Context: an optimization exercise on an open-source flow, tuned for a short achievable clock period and few clock cycles. The choices shown serve that exercise and are no tape-out recipe.
Function was checked by simulation only, so behaviour that the tests miss may differ from the original.
No activity file was given, so power comes from the tool's default toggle rates.

==> flow/design.v <==
module SNAIL (
    output wire [7:0] ram_addr,
    output wire [7:0] ram_wdat,
    input wire [7:0] ram_rdat,
    output wire ram_rd_, ram_wr_,
    output wire [7:0] rom_addr,
    input wire [23:0] rom_data,
    input wire clk, rst_
);
    integer k;
    function [7:1] onehot(input [2:0] r);
        integer k;
        for (k = 1; k < 8; k = k + 1)
            onehot[k] = r == k;
    endfunction
    reg [7:0] pc;            
    reg [7:0] pc_out;        
    reg [7:0] ra_pred;       
    reg dv;                  
    reg bad;                 
    reg [7:0] bad_tgt;       
    reg [3:0] jt_v;
    reg [23:0] jt_tag;       
    reg [27:0] jt_oh;        
    reg [3:0] jt_tz, jt_tnz; 
    reg [7:0] e_b2;          
    reg [7:0] e_pc2, e_pc3;  
    reg [7:0] e_pc;          
    reg e_pt;                
    reg e_zv;                
    reg [7:1] e_zoh;         
    reg e_tz, e_tnz;         
    reg e_zk, e_zf;          
    reg [7:1] e_selA;        
    reg [7:1] e_selB;        
    reg [7:1] e_selS;        
    reg [7:1] e_read;        
    reg [7:1] e_weE;         
    reg [7:1] e_weP;         
    reg [2:0] e_ldd;         
    reg e_kFF, e_k01, e_kB2, e_kcall;
    reg [3:0] e_op;          
    reg [3:0] e_cc;          
    reg e_ld, e_st, e_popret, e_ret;
    reg [7:0] m_addr, m_wdat;
    reg m_wr_n, m_rd_n;
    reg m_rdop;              
    reg [7:1] m_ldh;         
    assign rom_addr = pc_out;
    assign ram_addr = m_addr;
    assign ram_wdat = m_wdat;
    assign ram_wr_ = m_wr_n;
    assign ram_rd_ = m_rd_n;
    wire [7:0] valA, valB, valS, valF, r7;
    wire [7:1] z;            
    wire [2:0] fa = rom_data[14:12];
    wire [7:0] aluA = valA | {8{e_kFF}} | {7'd0, e_k01};
    wire [7:0] aluB = valB | ({8{e_kB2}} & e_b2);
    wire [7:0] valE;
    wire [7:0] sum = aluA + (aluB ^ {8{e_op[1]}}) + {7'd0, e_op[1]};
    assign valE = ({8{e_op[0] | e_op[1]}} & sum) |
                  ({8{e_op[2]}} & (aluA & aluB)) |
                  ({8{e_op[3]}} & (aluA ^ aluB));
    wire eq = aluA == aluB;
    wire gt = aluA > aluB;
    wire taken = e_cc[0] & eq | e_cc[1] & !eq | e_cc[2] & !eq & !gt | e_cc[3] & gt;
    wire m_st = !m_wr_n;
    wire fwd = m_st && m_addr == r7;         
    wire ld_use = |(e_read & m_ldh);
    wire stk_wait = e_popret && (m_rdop || m_st && !fwd);
    wire ev = dv && !bad;
    wire stall = ev && (ld_use || stk_wait);
    wire commit = ev && !stall;
    wire [7:0] memval = m_st ? m_wdat : ram_rdat;    
    wire [7:1] weE = {7{commit}} & e_weE;
    wire [7:1] weP = {7{commit}} & e_weP;
    wire [7:0] q [0:7];
    wire [7:0] ra [0:7];
    wire [7:0] rb [0:7];
    wire [7:0] rs [0:7];
    assign q[0] = 8'h00;
    assign ra[0] = 8'h00;
    assign rb[0] = 8'h00;
    assign rs[0] = 8'h00;
    genvar i;
    generate
        for (i = 1; i < 8; i = i + 1) begin : g_r
            reg [7:0] r;
            assign q[i] = r;
            assign z[i] = r == 8'h00;
            always @(posedge clk) begin
                if (weE[i])
                    r <= valE;
                else if (weP[i])
                    r <= memval;
                else if (m_ldh[i])
                    r <= ram_rdat;
            end
            assign ra[i] = ra[i-1] | ({8{e_selA[i]}} & r);
            assign rb[i] = rb[i-1] | ({8{e_selB[i]}} & r);
            assign rs[i] = rs[i-1] | ({8{e_selS[i]}} & r);
        end
    endgenerate
    assign valA = ra[7];
    assign valB = rb[7];
    assign valS = rs[7];
    assign valF = q[fa];
    assign r7 = q[7];
    wire mem_op = commit && (e_ld || e_st);
    wire addr_e = mem_op || weE[7];
    always @(posedge clk or negedge rst_) begin
        if (!rst_) begin
            m_rdop <= 1'b0;
            m_ldh <= 7'd0;
        end else begin
            m_rdop <= commit && e_ld;
            m_ldh <= (commit && e_ld) ? onehot(e_ldd) : 7'd0;
        end
    end
    always @(posedge clk) begin
        m_wr_n <= !(commit && e_st);
        m_rd_n <= commit && e_st;
        m_addr <= addr_e ? valE : weP[7] ? memval : m_ldh[7] ? ram_rdat : r7;
        m_wdat <= e_kcall ? e_pc2 : valS;
    end
    wire [3:0] fins = rom_data[23:20];
    wire [3:0] ffn = rom_data[19:16];
    wire [2:0] fb = rom_data[10:8];
    wire [2:0] fc = rom_data[6:4];
    wire f_ld = fins == 4'h1;
    wire f_st = fins == 4'h2;
    wire f_opr = fins == 4'h3;
    wire f_opi = fins == 4'h4;
    wire f_jxx = fins == 4'h5;
    wire f_push = fins == 4'h6;
    wire f_pop = fins == 4'h7;
    wire f_call = fins == 4'h8;
    wire f_ret = fins == 4'h9;
    wire f_hlt = fins == 4'hF;
    wire f_jmp = f_jxx && ffn == 4'h0;
    wire f_cbr = f_jxx && (ffn == 4'h1 || ffn == 4'h2 || ffn == 4'h3 || ffn == 4'h4);
    wire f_stk = f_push || f_pop || f_call || f_ret;
    wire [7:0] pc1 = pc + 8'd1;
    wire [7:0] pc2 = pc + 8'd2;
    wire [7:0] pc3 = pc + 8'd3;
    wire [7:1] eweE = {7{ev}} & e_weE;
    wire [7:1] zunk = eweE & {7{!e_zk}} | {7{ev}} & e_weP | m_ldh;
    wire [7:1] zval = eweE & {7{e_zf}} | ~eweE & z;
    reg [3:0] jpt;
    always @(*) begin
        for (k = 0; k < 4; k = k + 1)
            jpt[k] = !jt_v[k] || jt_tag[k*6 +: 6] != pc[7:2] || |(jt_oh[k*7 +: 7] & zunk) ||
                     (jt_oh[k*7 +: 7] == 7'd0 || |(jt_oh[k*7 +: 7] & zval) ? jt_tz[k] : jt_tnz[k]);
    end
    wire pt = jpt[pc[1:0]];
    wire f_b1 = f_jmp || f_call;
    wire f_b2 = f_cbr && pt;
    wire f_p1 = fins == 4'h0;
    wire f_p2 = f_push || f_pop;
    wire f_p3 = !(f_b1 || f_b2 || f_ret || f_hlt || f_p1 || f_p2);
    wire [7:0] fpred = ({8{f_b1}} & rom_data[15:8]) | ({8{f_b2}} & rom_data[7:0]) |
                       ({8{f_ret}} & ra_pred) | ({8{f_hlt}} & pc) | ({8{f_p1}} & pc1) |
                       ({8{f_p2}} & pc2) | ({8{f_p3}} & pc3);
    wire mis_br = e_cc != 4'd0 && taken != e_pt;
    wire mis_ret = e_ret && memval != pc;
    always @(posedge clk or negedge rst_) begin
        if (!rst_) begin
            pc <= 8'h00;
            dv <= 1'b0;
            ra_pred <= 8'h00;
            bad <= 1'b0;
            jt_v <= 4'd0;
            jt_tz <= 4'd0;
            jt_tnz <= 4'd0;
            jt_tag <= 24'd0;
            jt_oh <= 28'd0;
        end else begin
            pc <= bad ? bad_tgt : stall ? pc : fpred;
            dv <= !bad;
            if (f_call)
                ra_pred <= pc2;
            bad <= commit && (mis_br || mis_ret);
            if (commit && e_zv) begin
                jt_v[e_pc[1:0]] <= 1'b1;
                jt_tag[e_pc[1:0]*6 +: 6] <= e_pc[7:2];
                jt_oh[e_pc[1:0]*7 +: 7] <= e_zoh;
                jt_tz[e_pc[1:0]] <= e_tz;
                jt_tnz[e_pc[1:0]] <= e_tnz;
            end
        end
    end
    always @(posedge clk) begin
        pc_out <= !rst_ ? 8'h00 : bad ? bad_tgt : stall ? pc : fpred;
        bad_tgt <= e_ret ? memval : e_pt ? e_pc3 : e_b2;
    end
    wire [7:0] fb2 = rom_data[7:0];
    wire f_zk = f_opi && ffn[0] && !(|(onehot(fa) & (weE | weP | m_ldh)));
    wire f_zf = valF == fb2;
    wire f_zv = f_cbr && (fa == 3'h0 || fb == 3'h0);
    wire f_zside = fb == 3'h0;    
    wire f_usea = f_ld || f_st || f_opr || f_opi || f_cbr;
    always @(posedge clk) begin
        if (!stall) begin
            e_b2 <= rom_data[7:0];
            e_pc2 <= pc2;
            e_pc3 <= pc3;
            e_pc <= pc;
            e_pt <= pt;
            e_zv <= f_zv;
            e_zoh <= onehot(f_zside ? fa : fb);
            e_tz <= ffn == 4'h1;
            e_tnz <= ffn == 4'h2 || (f_zside ? ffn == 4'h4 : ffn == 4'h3);
            e_zk <= f_zk;
            e_zf <= f_zf;
            e_selA <= f_usea ? onehot(fa) : 7'd0;
            e_selB <= (f_opr || f_cbr) ? onehot(fb) : f_stk ? 7'b1000000 : 7'd0;
            e_selS <= f_st ? onehot(fb) : f_push ? onehot(fa) : 7'd0;
            e_read <= (f_usea ? onehot(fa) : 7'd0) |
                      ((f_opr || f_cbr || f_st) ? onehot(fb) : 7'd0) |
                      (f_push ? onehot(fa) : 7'd0) |
                      (f_stk ? 7'b1000000 : 7'd0);
            e_weE <= f_opr ? onehot(fc) : f_opi ? onehot(fb) :
                     (f_push || f_call || f_ret || f_pop && fa != 3'h7) ? 7'b1000000 : 7'd0;
            e_weP <= f_pop ? onehot(fa) : 7'd0;
            e_ldd <= fb;
            e_kFF <= f_push || f_call;
            e_k01 <= f_pop || f_ret;
            e_kB2 <= f_ld || f_st || f_opi;
            e_kcall <= f_call;
            e_op <= {ffn[1:0] == 2'd3, ffn[1:0] == 2'd2, ffn[1:0] == 2'd1, ffn[1:0] == 2'd0};
            e_cc <= f_jxx ? {ffn == 4'h4, ffn == 4'h3, ffn == 4'h2, ffn == 4'h1} : 4'd0;
            e_ld <= f_ld;
            e_st <= f_st || f_push || f_call;
            e_popret <= f_pop || f_ret;
            e_ret <= f_ret;
        end
    end
endmodule
==> flow/flow/run.sh <==
#!/bin/bash
set -euo pipefail
bash standard.sh SETUP_SLACK_MARGIN=8 TNS_END_PERCENT=100 ABC_CLOCK_PERIOD_IN_PS=2500 synth > log_synth.txt 2>&1
bash standard.sh SETUP_SLACK_MARGIN=8 TNS_END_PERCENT=100 ABC_CLOCK_PERIOD_IN_PS=2500 floorplan > log_floorplan.txt 2>&1
bash standard.sh SETUP_SLACK_MARGIN=8 TNS_END_PERCENT=100 ABC_CLOCK_PERIOD_IN_PS=2500 place > log_place.txt 2>&1
bash standard.sh SETUP_SLACK_MARGIN=8 TNS_END_PERCENT=100 ABC_CLOCK_PERIOD_IN_PS=2500 cts > log_cts.txt 2>&1
bash standard.sh SETUP_SLACK_MARGIN=8 TNS_END_PERCENT=100 ABC_CLOCK_PERIOD_IN_PS=2500 route > log_route.txt 2>&1
bash standard.sh SETUP_SLACK_MARGIN=8 TNS_END_PERCENT=100 ABC_CLOCK_PERIOD_IN_PS=2500 finish > log_finish.txt 2>&1
==> flow/standard.sh <==
#!/bin/bash
# synth_recipe.tcl (not shown) runs the flow's synth.tcl, then flattens the netlist and writes it again
# the make line also repeats each setting of config.mk as NAME=value (left out here)
make -C /OpenROAD-flow-scripts/flow DESIGN_CONFIG=/design/flow/config.mk WORK_HOME=/design/flow/orfs CLKGATE_MAP_FILE= SYNTH_SCRIPT=/design/flow/synth_recipe.tcl "${@:-finish}"
==> flow/config.mk <==
export PLATFORM = sky130hd
export DESIGN_NAME = SNAIL
export DESIGN_NICKNAME = SNAIL
export VERILOG_FILES = /design/flow/design.v
export SDC_FILE = /design/flow/constraint.sdc
export NUM_CORES = 4
export LEC_CHECK = 0
export CAP_MARGIN = 20
export CORE_MARGIN = 2
export CORE_UTILIZATION = 40
export SLEW_MARGIN = 20
==> flow/constraint.sdc <==
create_clock -name core_clock -period 10.0 [get_ports {clk}]
set_input_delay 2.0000 -clock core_clock [delete_from_list [all_inputs] [get_ports {clk}]]
set_output_delay 2.0000 -clock core_clock [all_outputs]
set_load 0.01 [all_outputs]
==> run summary <==
## cells in the mapped netlist, types with 17 or more instances
master	number	area (um2)
nand4_1	38	237.7
xnor2_1	40	350.3
dfxtp_1	42	840.8
clkbuf_1	84	315.3
a22oi_1	88	660.6
ha_1	31	387.9
nor4_1	28	175.2
a222oi_1	20	200.2
dfrtp_1	90	2252
inv_1	40	150.1
edfxtp_1	152	4564
nand2_1	143	536.8
mux2_2	21	236.5
a211oi_1	37	277.8
xor2_1	36	315.3
a221oi_1	18	157.7
nor2b_1	28	175.2
a22o_1	37	324.1
a21oi_1	92	460.4
buf_1	17	63.81
nand2b_1	26	162.7
o21ai_0	69	345.3
nand3_1	50	250.2
nor2_1	170	638.1
mux2i_1	39	390.4
## sequential cells by signal (all words and copies together) (netlist names), 8 cells and up
| name | count |
|---|---|
| e_b2 | 8 |
| g_r.r | 56 |
| ra_pred | 8 |
| e_pc | 8 |
| jt_oh | 28 |
| jt_tag | 24 |
| m_wdat | 8 |
| m_addr | 8 |
| e_pc3 | 8 |
| pc_out | 8 |
| bad_tgt | 8 |
| pc | 8 |
## worst max-delay path, cell delays in order, from the launching register on
cell and delay, ps:
edfxtp_1 540, a22oi_2 280, nand4_4 150, mux2_4 340, fa_2 400, a21o_1 180, a21oi_2 130, o21bai_1 100
a21oi_1 160, xnor2_1 110, a222oi_1 360, buf_4 240, nand2_4 80, a21oi_2 130, nor2_1 50
## cell type report
cell class | instances | area [um2]
inverter | 41 | 181.4
tap | 532 | 665.6
fill | 3077 | 15360
clock inverter | 14 | 110.1
multi-input combinational | 1272 | 11030
timing repair buffer | 415 | 4923
clock buffer | 50 | 1005
sequential | 284 | 7744
## per-layer routing
layer / up-vias / wire, um
met1: 8604 / 31130
met4: 0 / 4961
met5: - / 0
met2: 1413 / 33480
met3: 302 / 10940
li1: 7214 / -
## through the flow
step / setup WS [ps] / std cells / total power, mW / hold slack, ps / cell area, um2
finish: 6478 / 2608 / 7.547 / 478.1 / 25660
global route: 6344 / 2608 / 7.790 / 489.2 / 25660
CTS: 6505 / 2476 / 6.701 / 474.2 / 23180
detailed placement: 5271 / 2202 / 4.549 / 460.9 / 18330
global placement: 5299 / 2200 / 4.514 / 455.0 / 18320
floorplan: 6345 / 1715 / 3.660 / 415.3 / 17920
## power by group through the flow
stage / combinational, mW / sequential, mW / clock [mW]
CTS: 3.31 / 2.12 / 1.27
global route: 4.31 / 2.16 / 1.32
finish: 4.14 / 2.15 / 1.26
floorplan: 1.82 / 1.84 / 0
global placement: 2.33 / 2.18 / 0
detailed placement: 2.38 / 2.17 / 0
## cells by family after synthesis
kind of cell | count (synthesis) | synth area share
simple gates | 580 | 0.1697
compound gates | 509 | 0.2199
flops | 284 | 0.4581
buf+inv | 168 | 0.04401
xor+xnor | 77 | 0.04124
mux | 65 | 0.04266
fa+ha+maj | 32 | 0.02440
## layout by cell type, fill, tap and decap left out, drive strengths merged, types with 24 or more instances in the layout
cell type	synthesis	layout
a211oi	38	38
a22o	43	43
dfrtp	90	90
nand3	50	56
a22oi	92	92
ha	31	31
nand2	144	144
a21oi	93	93
clkbuf	87	53
o21ai	76	76
xnor2	40	40
nor2b	28	28
xor2	36	36
buf	40	397
mux2i	39	39
nor2	170	172
edfxtp	152	152
nand4	40	40
inv	40	39
nor4	28	28
mux2	24	24
dfxtp	42	42
nand2b	26	26
## timing repair
| action | in CTS | in global routing |
|---|---|---|
| resized for setup | 605 | 334 |
| cloned | 33 | 2 |
| hold buffers | 0 | 0 |
| setup endpoints to repair | 511 | 458 |
| pin swaps | 96 | 160 |
| setup buffers | 177 | 130 |
## worst paths after layout
path / end / slack (ps) / cells past startpoint / from
setup / recovery: g_r[3].r[6]$_DFFE_PP_ / 6480 / 14 / e_selB[7]$_DFFE_PN_
hold / removal: jt_v[2]$_DFFE_PN0P_ / 480 / 1 / jt_v[2]$_DFFE_PN0P_
setup reg to reg: g_r[3].r[6]$_DFFE_PP_ / 6480 / 14 / e_selB[7]$_DFFE_PN_
hold reg to reg: jt_v[2]$_DFFE_PN0P_ / 480 / 1 / jt_v[2]$_DFFE_PN0P_
max in group asynchronous: jt_oh[17]$_DFFE_PN0P_ / 8140 / 2 / rst_
min in group asynchronous: pc[6]$_DFF_PN0_ / 1350 / 1 / rst_
==> impl_metrics.toml <==
[placement]
hpwl_mm = 49.77
globalplace.congestion = 0.9739
port_buffers = 59

[cts]
cts-root-buf = "clkbuf_16"
tritoncts = "yes"
clock_path_buffers = 3
clk-insertion-delay-late_ps = 570
cts_buffers = 35
cts.sink_count = 284
path_clk_slew_ps = 60
htreeDepth = 2

[timing]
fin_crit_ps = 3522
clock_skew_ps = 35.34
clock.fmax_mhz = 283.9
tightestPinTransition_ps = 1095
fin_tns_setup_ps = 0
rsz0062_at_grt = "yes"
period_share = 0.3522
hold_viol_final = 0
slew_headroom = 0.2702
finalSetupViolCount = 0
maxSlewViolCount = 0

[global_routing]
grt_pass1_wl_mm = 112.3
grt.total_usage = 0.3529
gr-max-usage-layer = "met2"
grtUsageMet3 = 0.1054
grt_overflow = 0
antenna_found_initial = 1
grtUsageMet1 = 0.4899
grt_max_degree = 38
gr-usage-met2 = 0.5069
grt_pass1_vias = 15990

[floorplanning]
ios = 60
rows = 74
start_util = 0.4075
die_y_um = 208.4
dieArea_um2 = 43440
coreArea_um2 = 41020
fp.dieW_um = 208.4

[yosys]
syn-num-nets = 1781
ys_seq_area_frac = 0.4581
synth_warnings = 1
ys_ff_latch = 284
avgSynthCellArea_um2 = 9.747
synth_edf_count = 152
syn-instance-count = 1715
synth-main-ff-cell = "edfxtp_1"
synthesis.area_um2 = 16720
async_flop_share = 0.3169
synth_cell_types = 90

[power_and_ir_drop]
p_int_mw = 4.289
combPwrFrac = 0.548
peakVddDrop_uv = 139.4
clkPwrFrac = 0.167
p_seq_frac = 0.285
switching_share = 0.4317
p_switching_mw = 3.258
pwr_density_cell_nw_per_um2 = 294.2
power_leakage_nw = 10.27

[route]
drt-total-wl_mm = 80.51
post_drt_via_cell_ratio = 6.723
drt_iter0_drc = 2609
drcViolationCount = 0
wl_per_cell_um = 30.87
num_vias = 17530
firstDrtPassIters = 8
postRouteAntennaNets = 0

[job]
max_cap_violations = 0

[setup_path]
cp.arrival_ps = 3820
endpoint_kind = "flip-flop"
crit_type = "flip-flop to flip-flop"
crit_fanout = 5
cp-start-kind = "flip-flop"
cp.required_ps = 10300

[status]
status = "no timing/DRC/antenna violations"

[final_layout]
antenna_cells = 0
syn_to_final_growth_pct = 53.48
nNetsFinal = 2115
layout-drive-gt1-share = 0.4533
utilization = 0.6255

[hold_path]
hold_class = "flip-flop to flip-flop"
Testbench counts, summed over its fixed seeds: cycles 12,044.

static timing again, ports no longer ideal:
No port has a modelled driver above. Below, the same layout with a new extraction and two added sets of constraints.
Step 1 assumes that a clkbuf_16 drives the clock port and a buf_2 every other input.
Step 2 moves the port delays by t, midway between the first and last clock arrival at a register: inputs arrive t later, outputs are due t later. That takes back most of the time a late clock gives input paths.
Slacks: no drivers / after step 1 / after step 2; pairs: no drivers / after step 1.
shift t [ns]: 0.604
setup WS [ns]: 6.478 / 6.478 / 6.025
hold WS [ns]: 0.478 / 0.478 / 0.478
latest minus earliest clock arrival (ns): 0.036 / 0.036
cell pins on the clock port's net: 1
After both steps setup and hold are still met in this run. For this run, drivers alone change the setup slack by 0.000 ns; drivers and shift together by -0.453 ns.
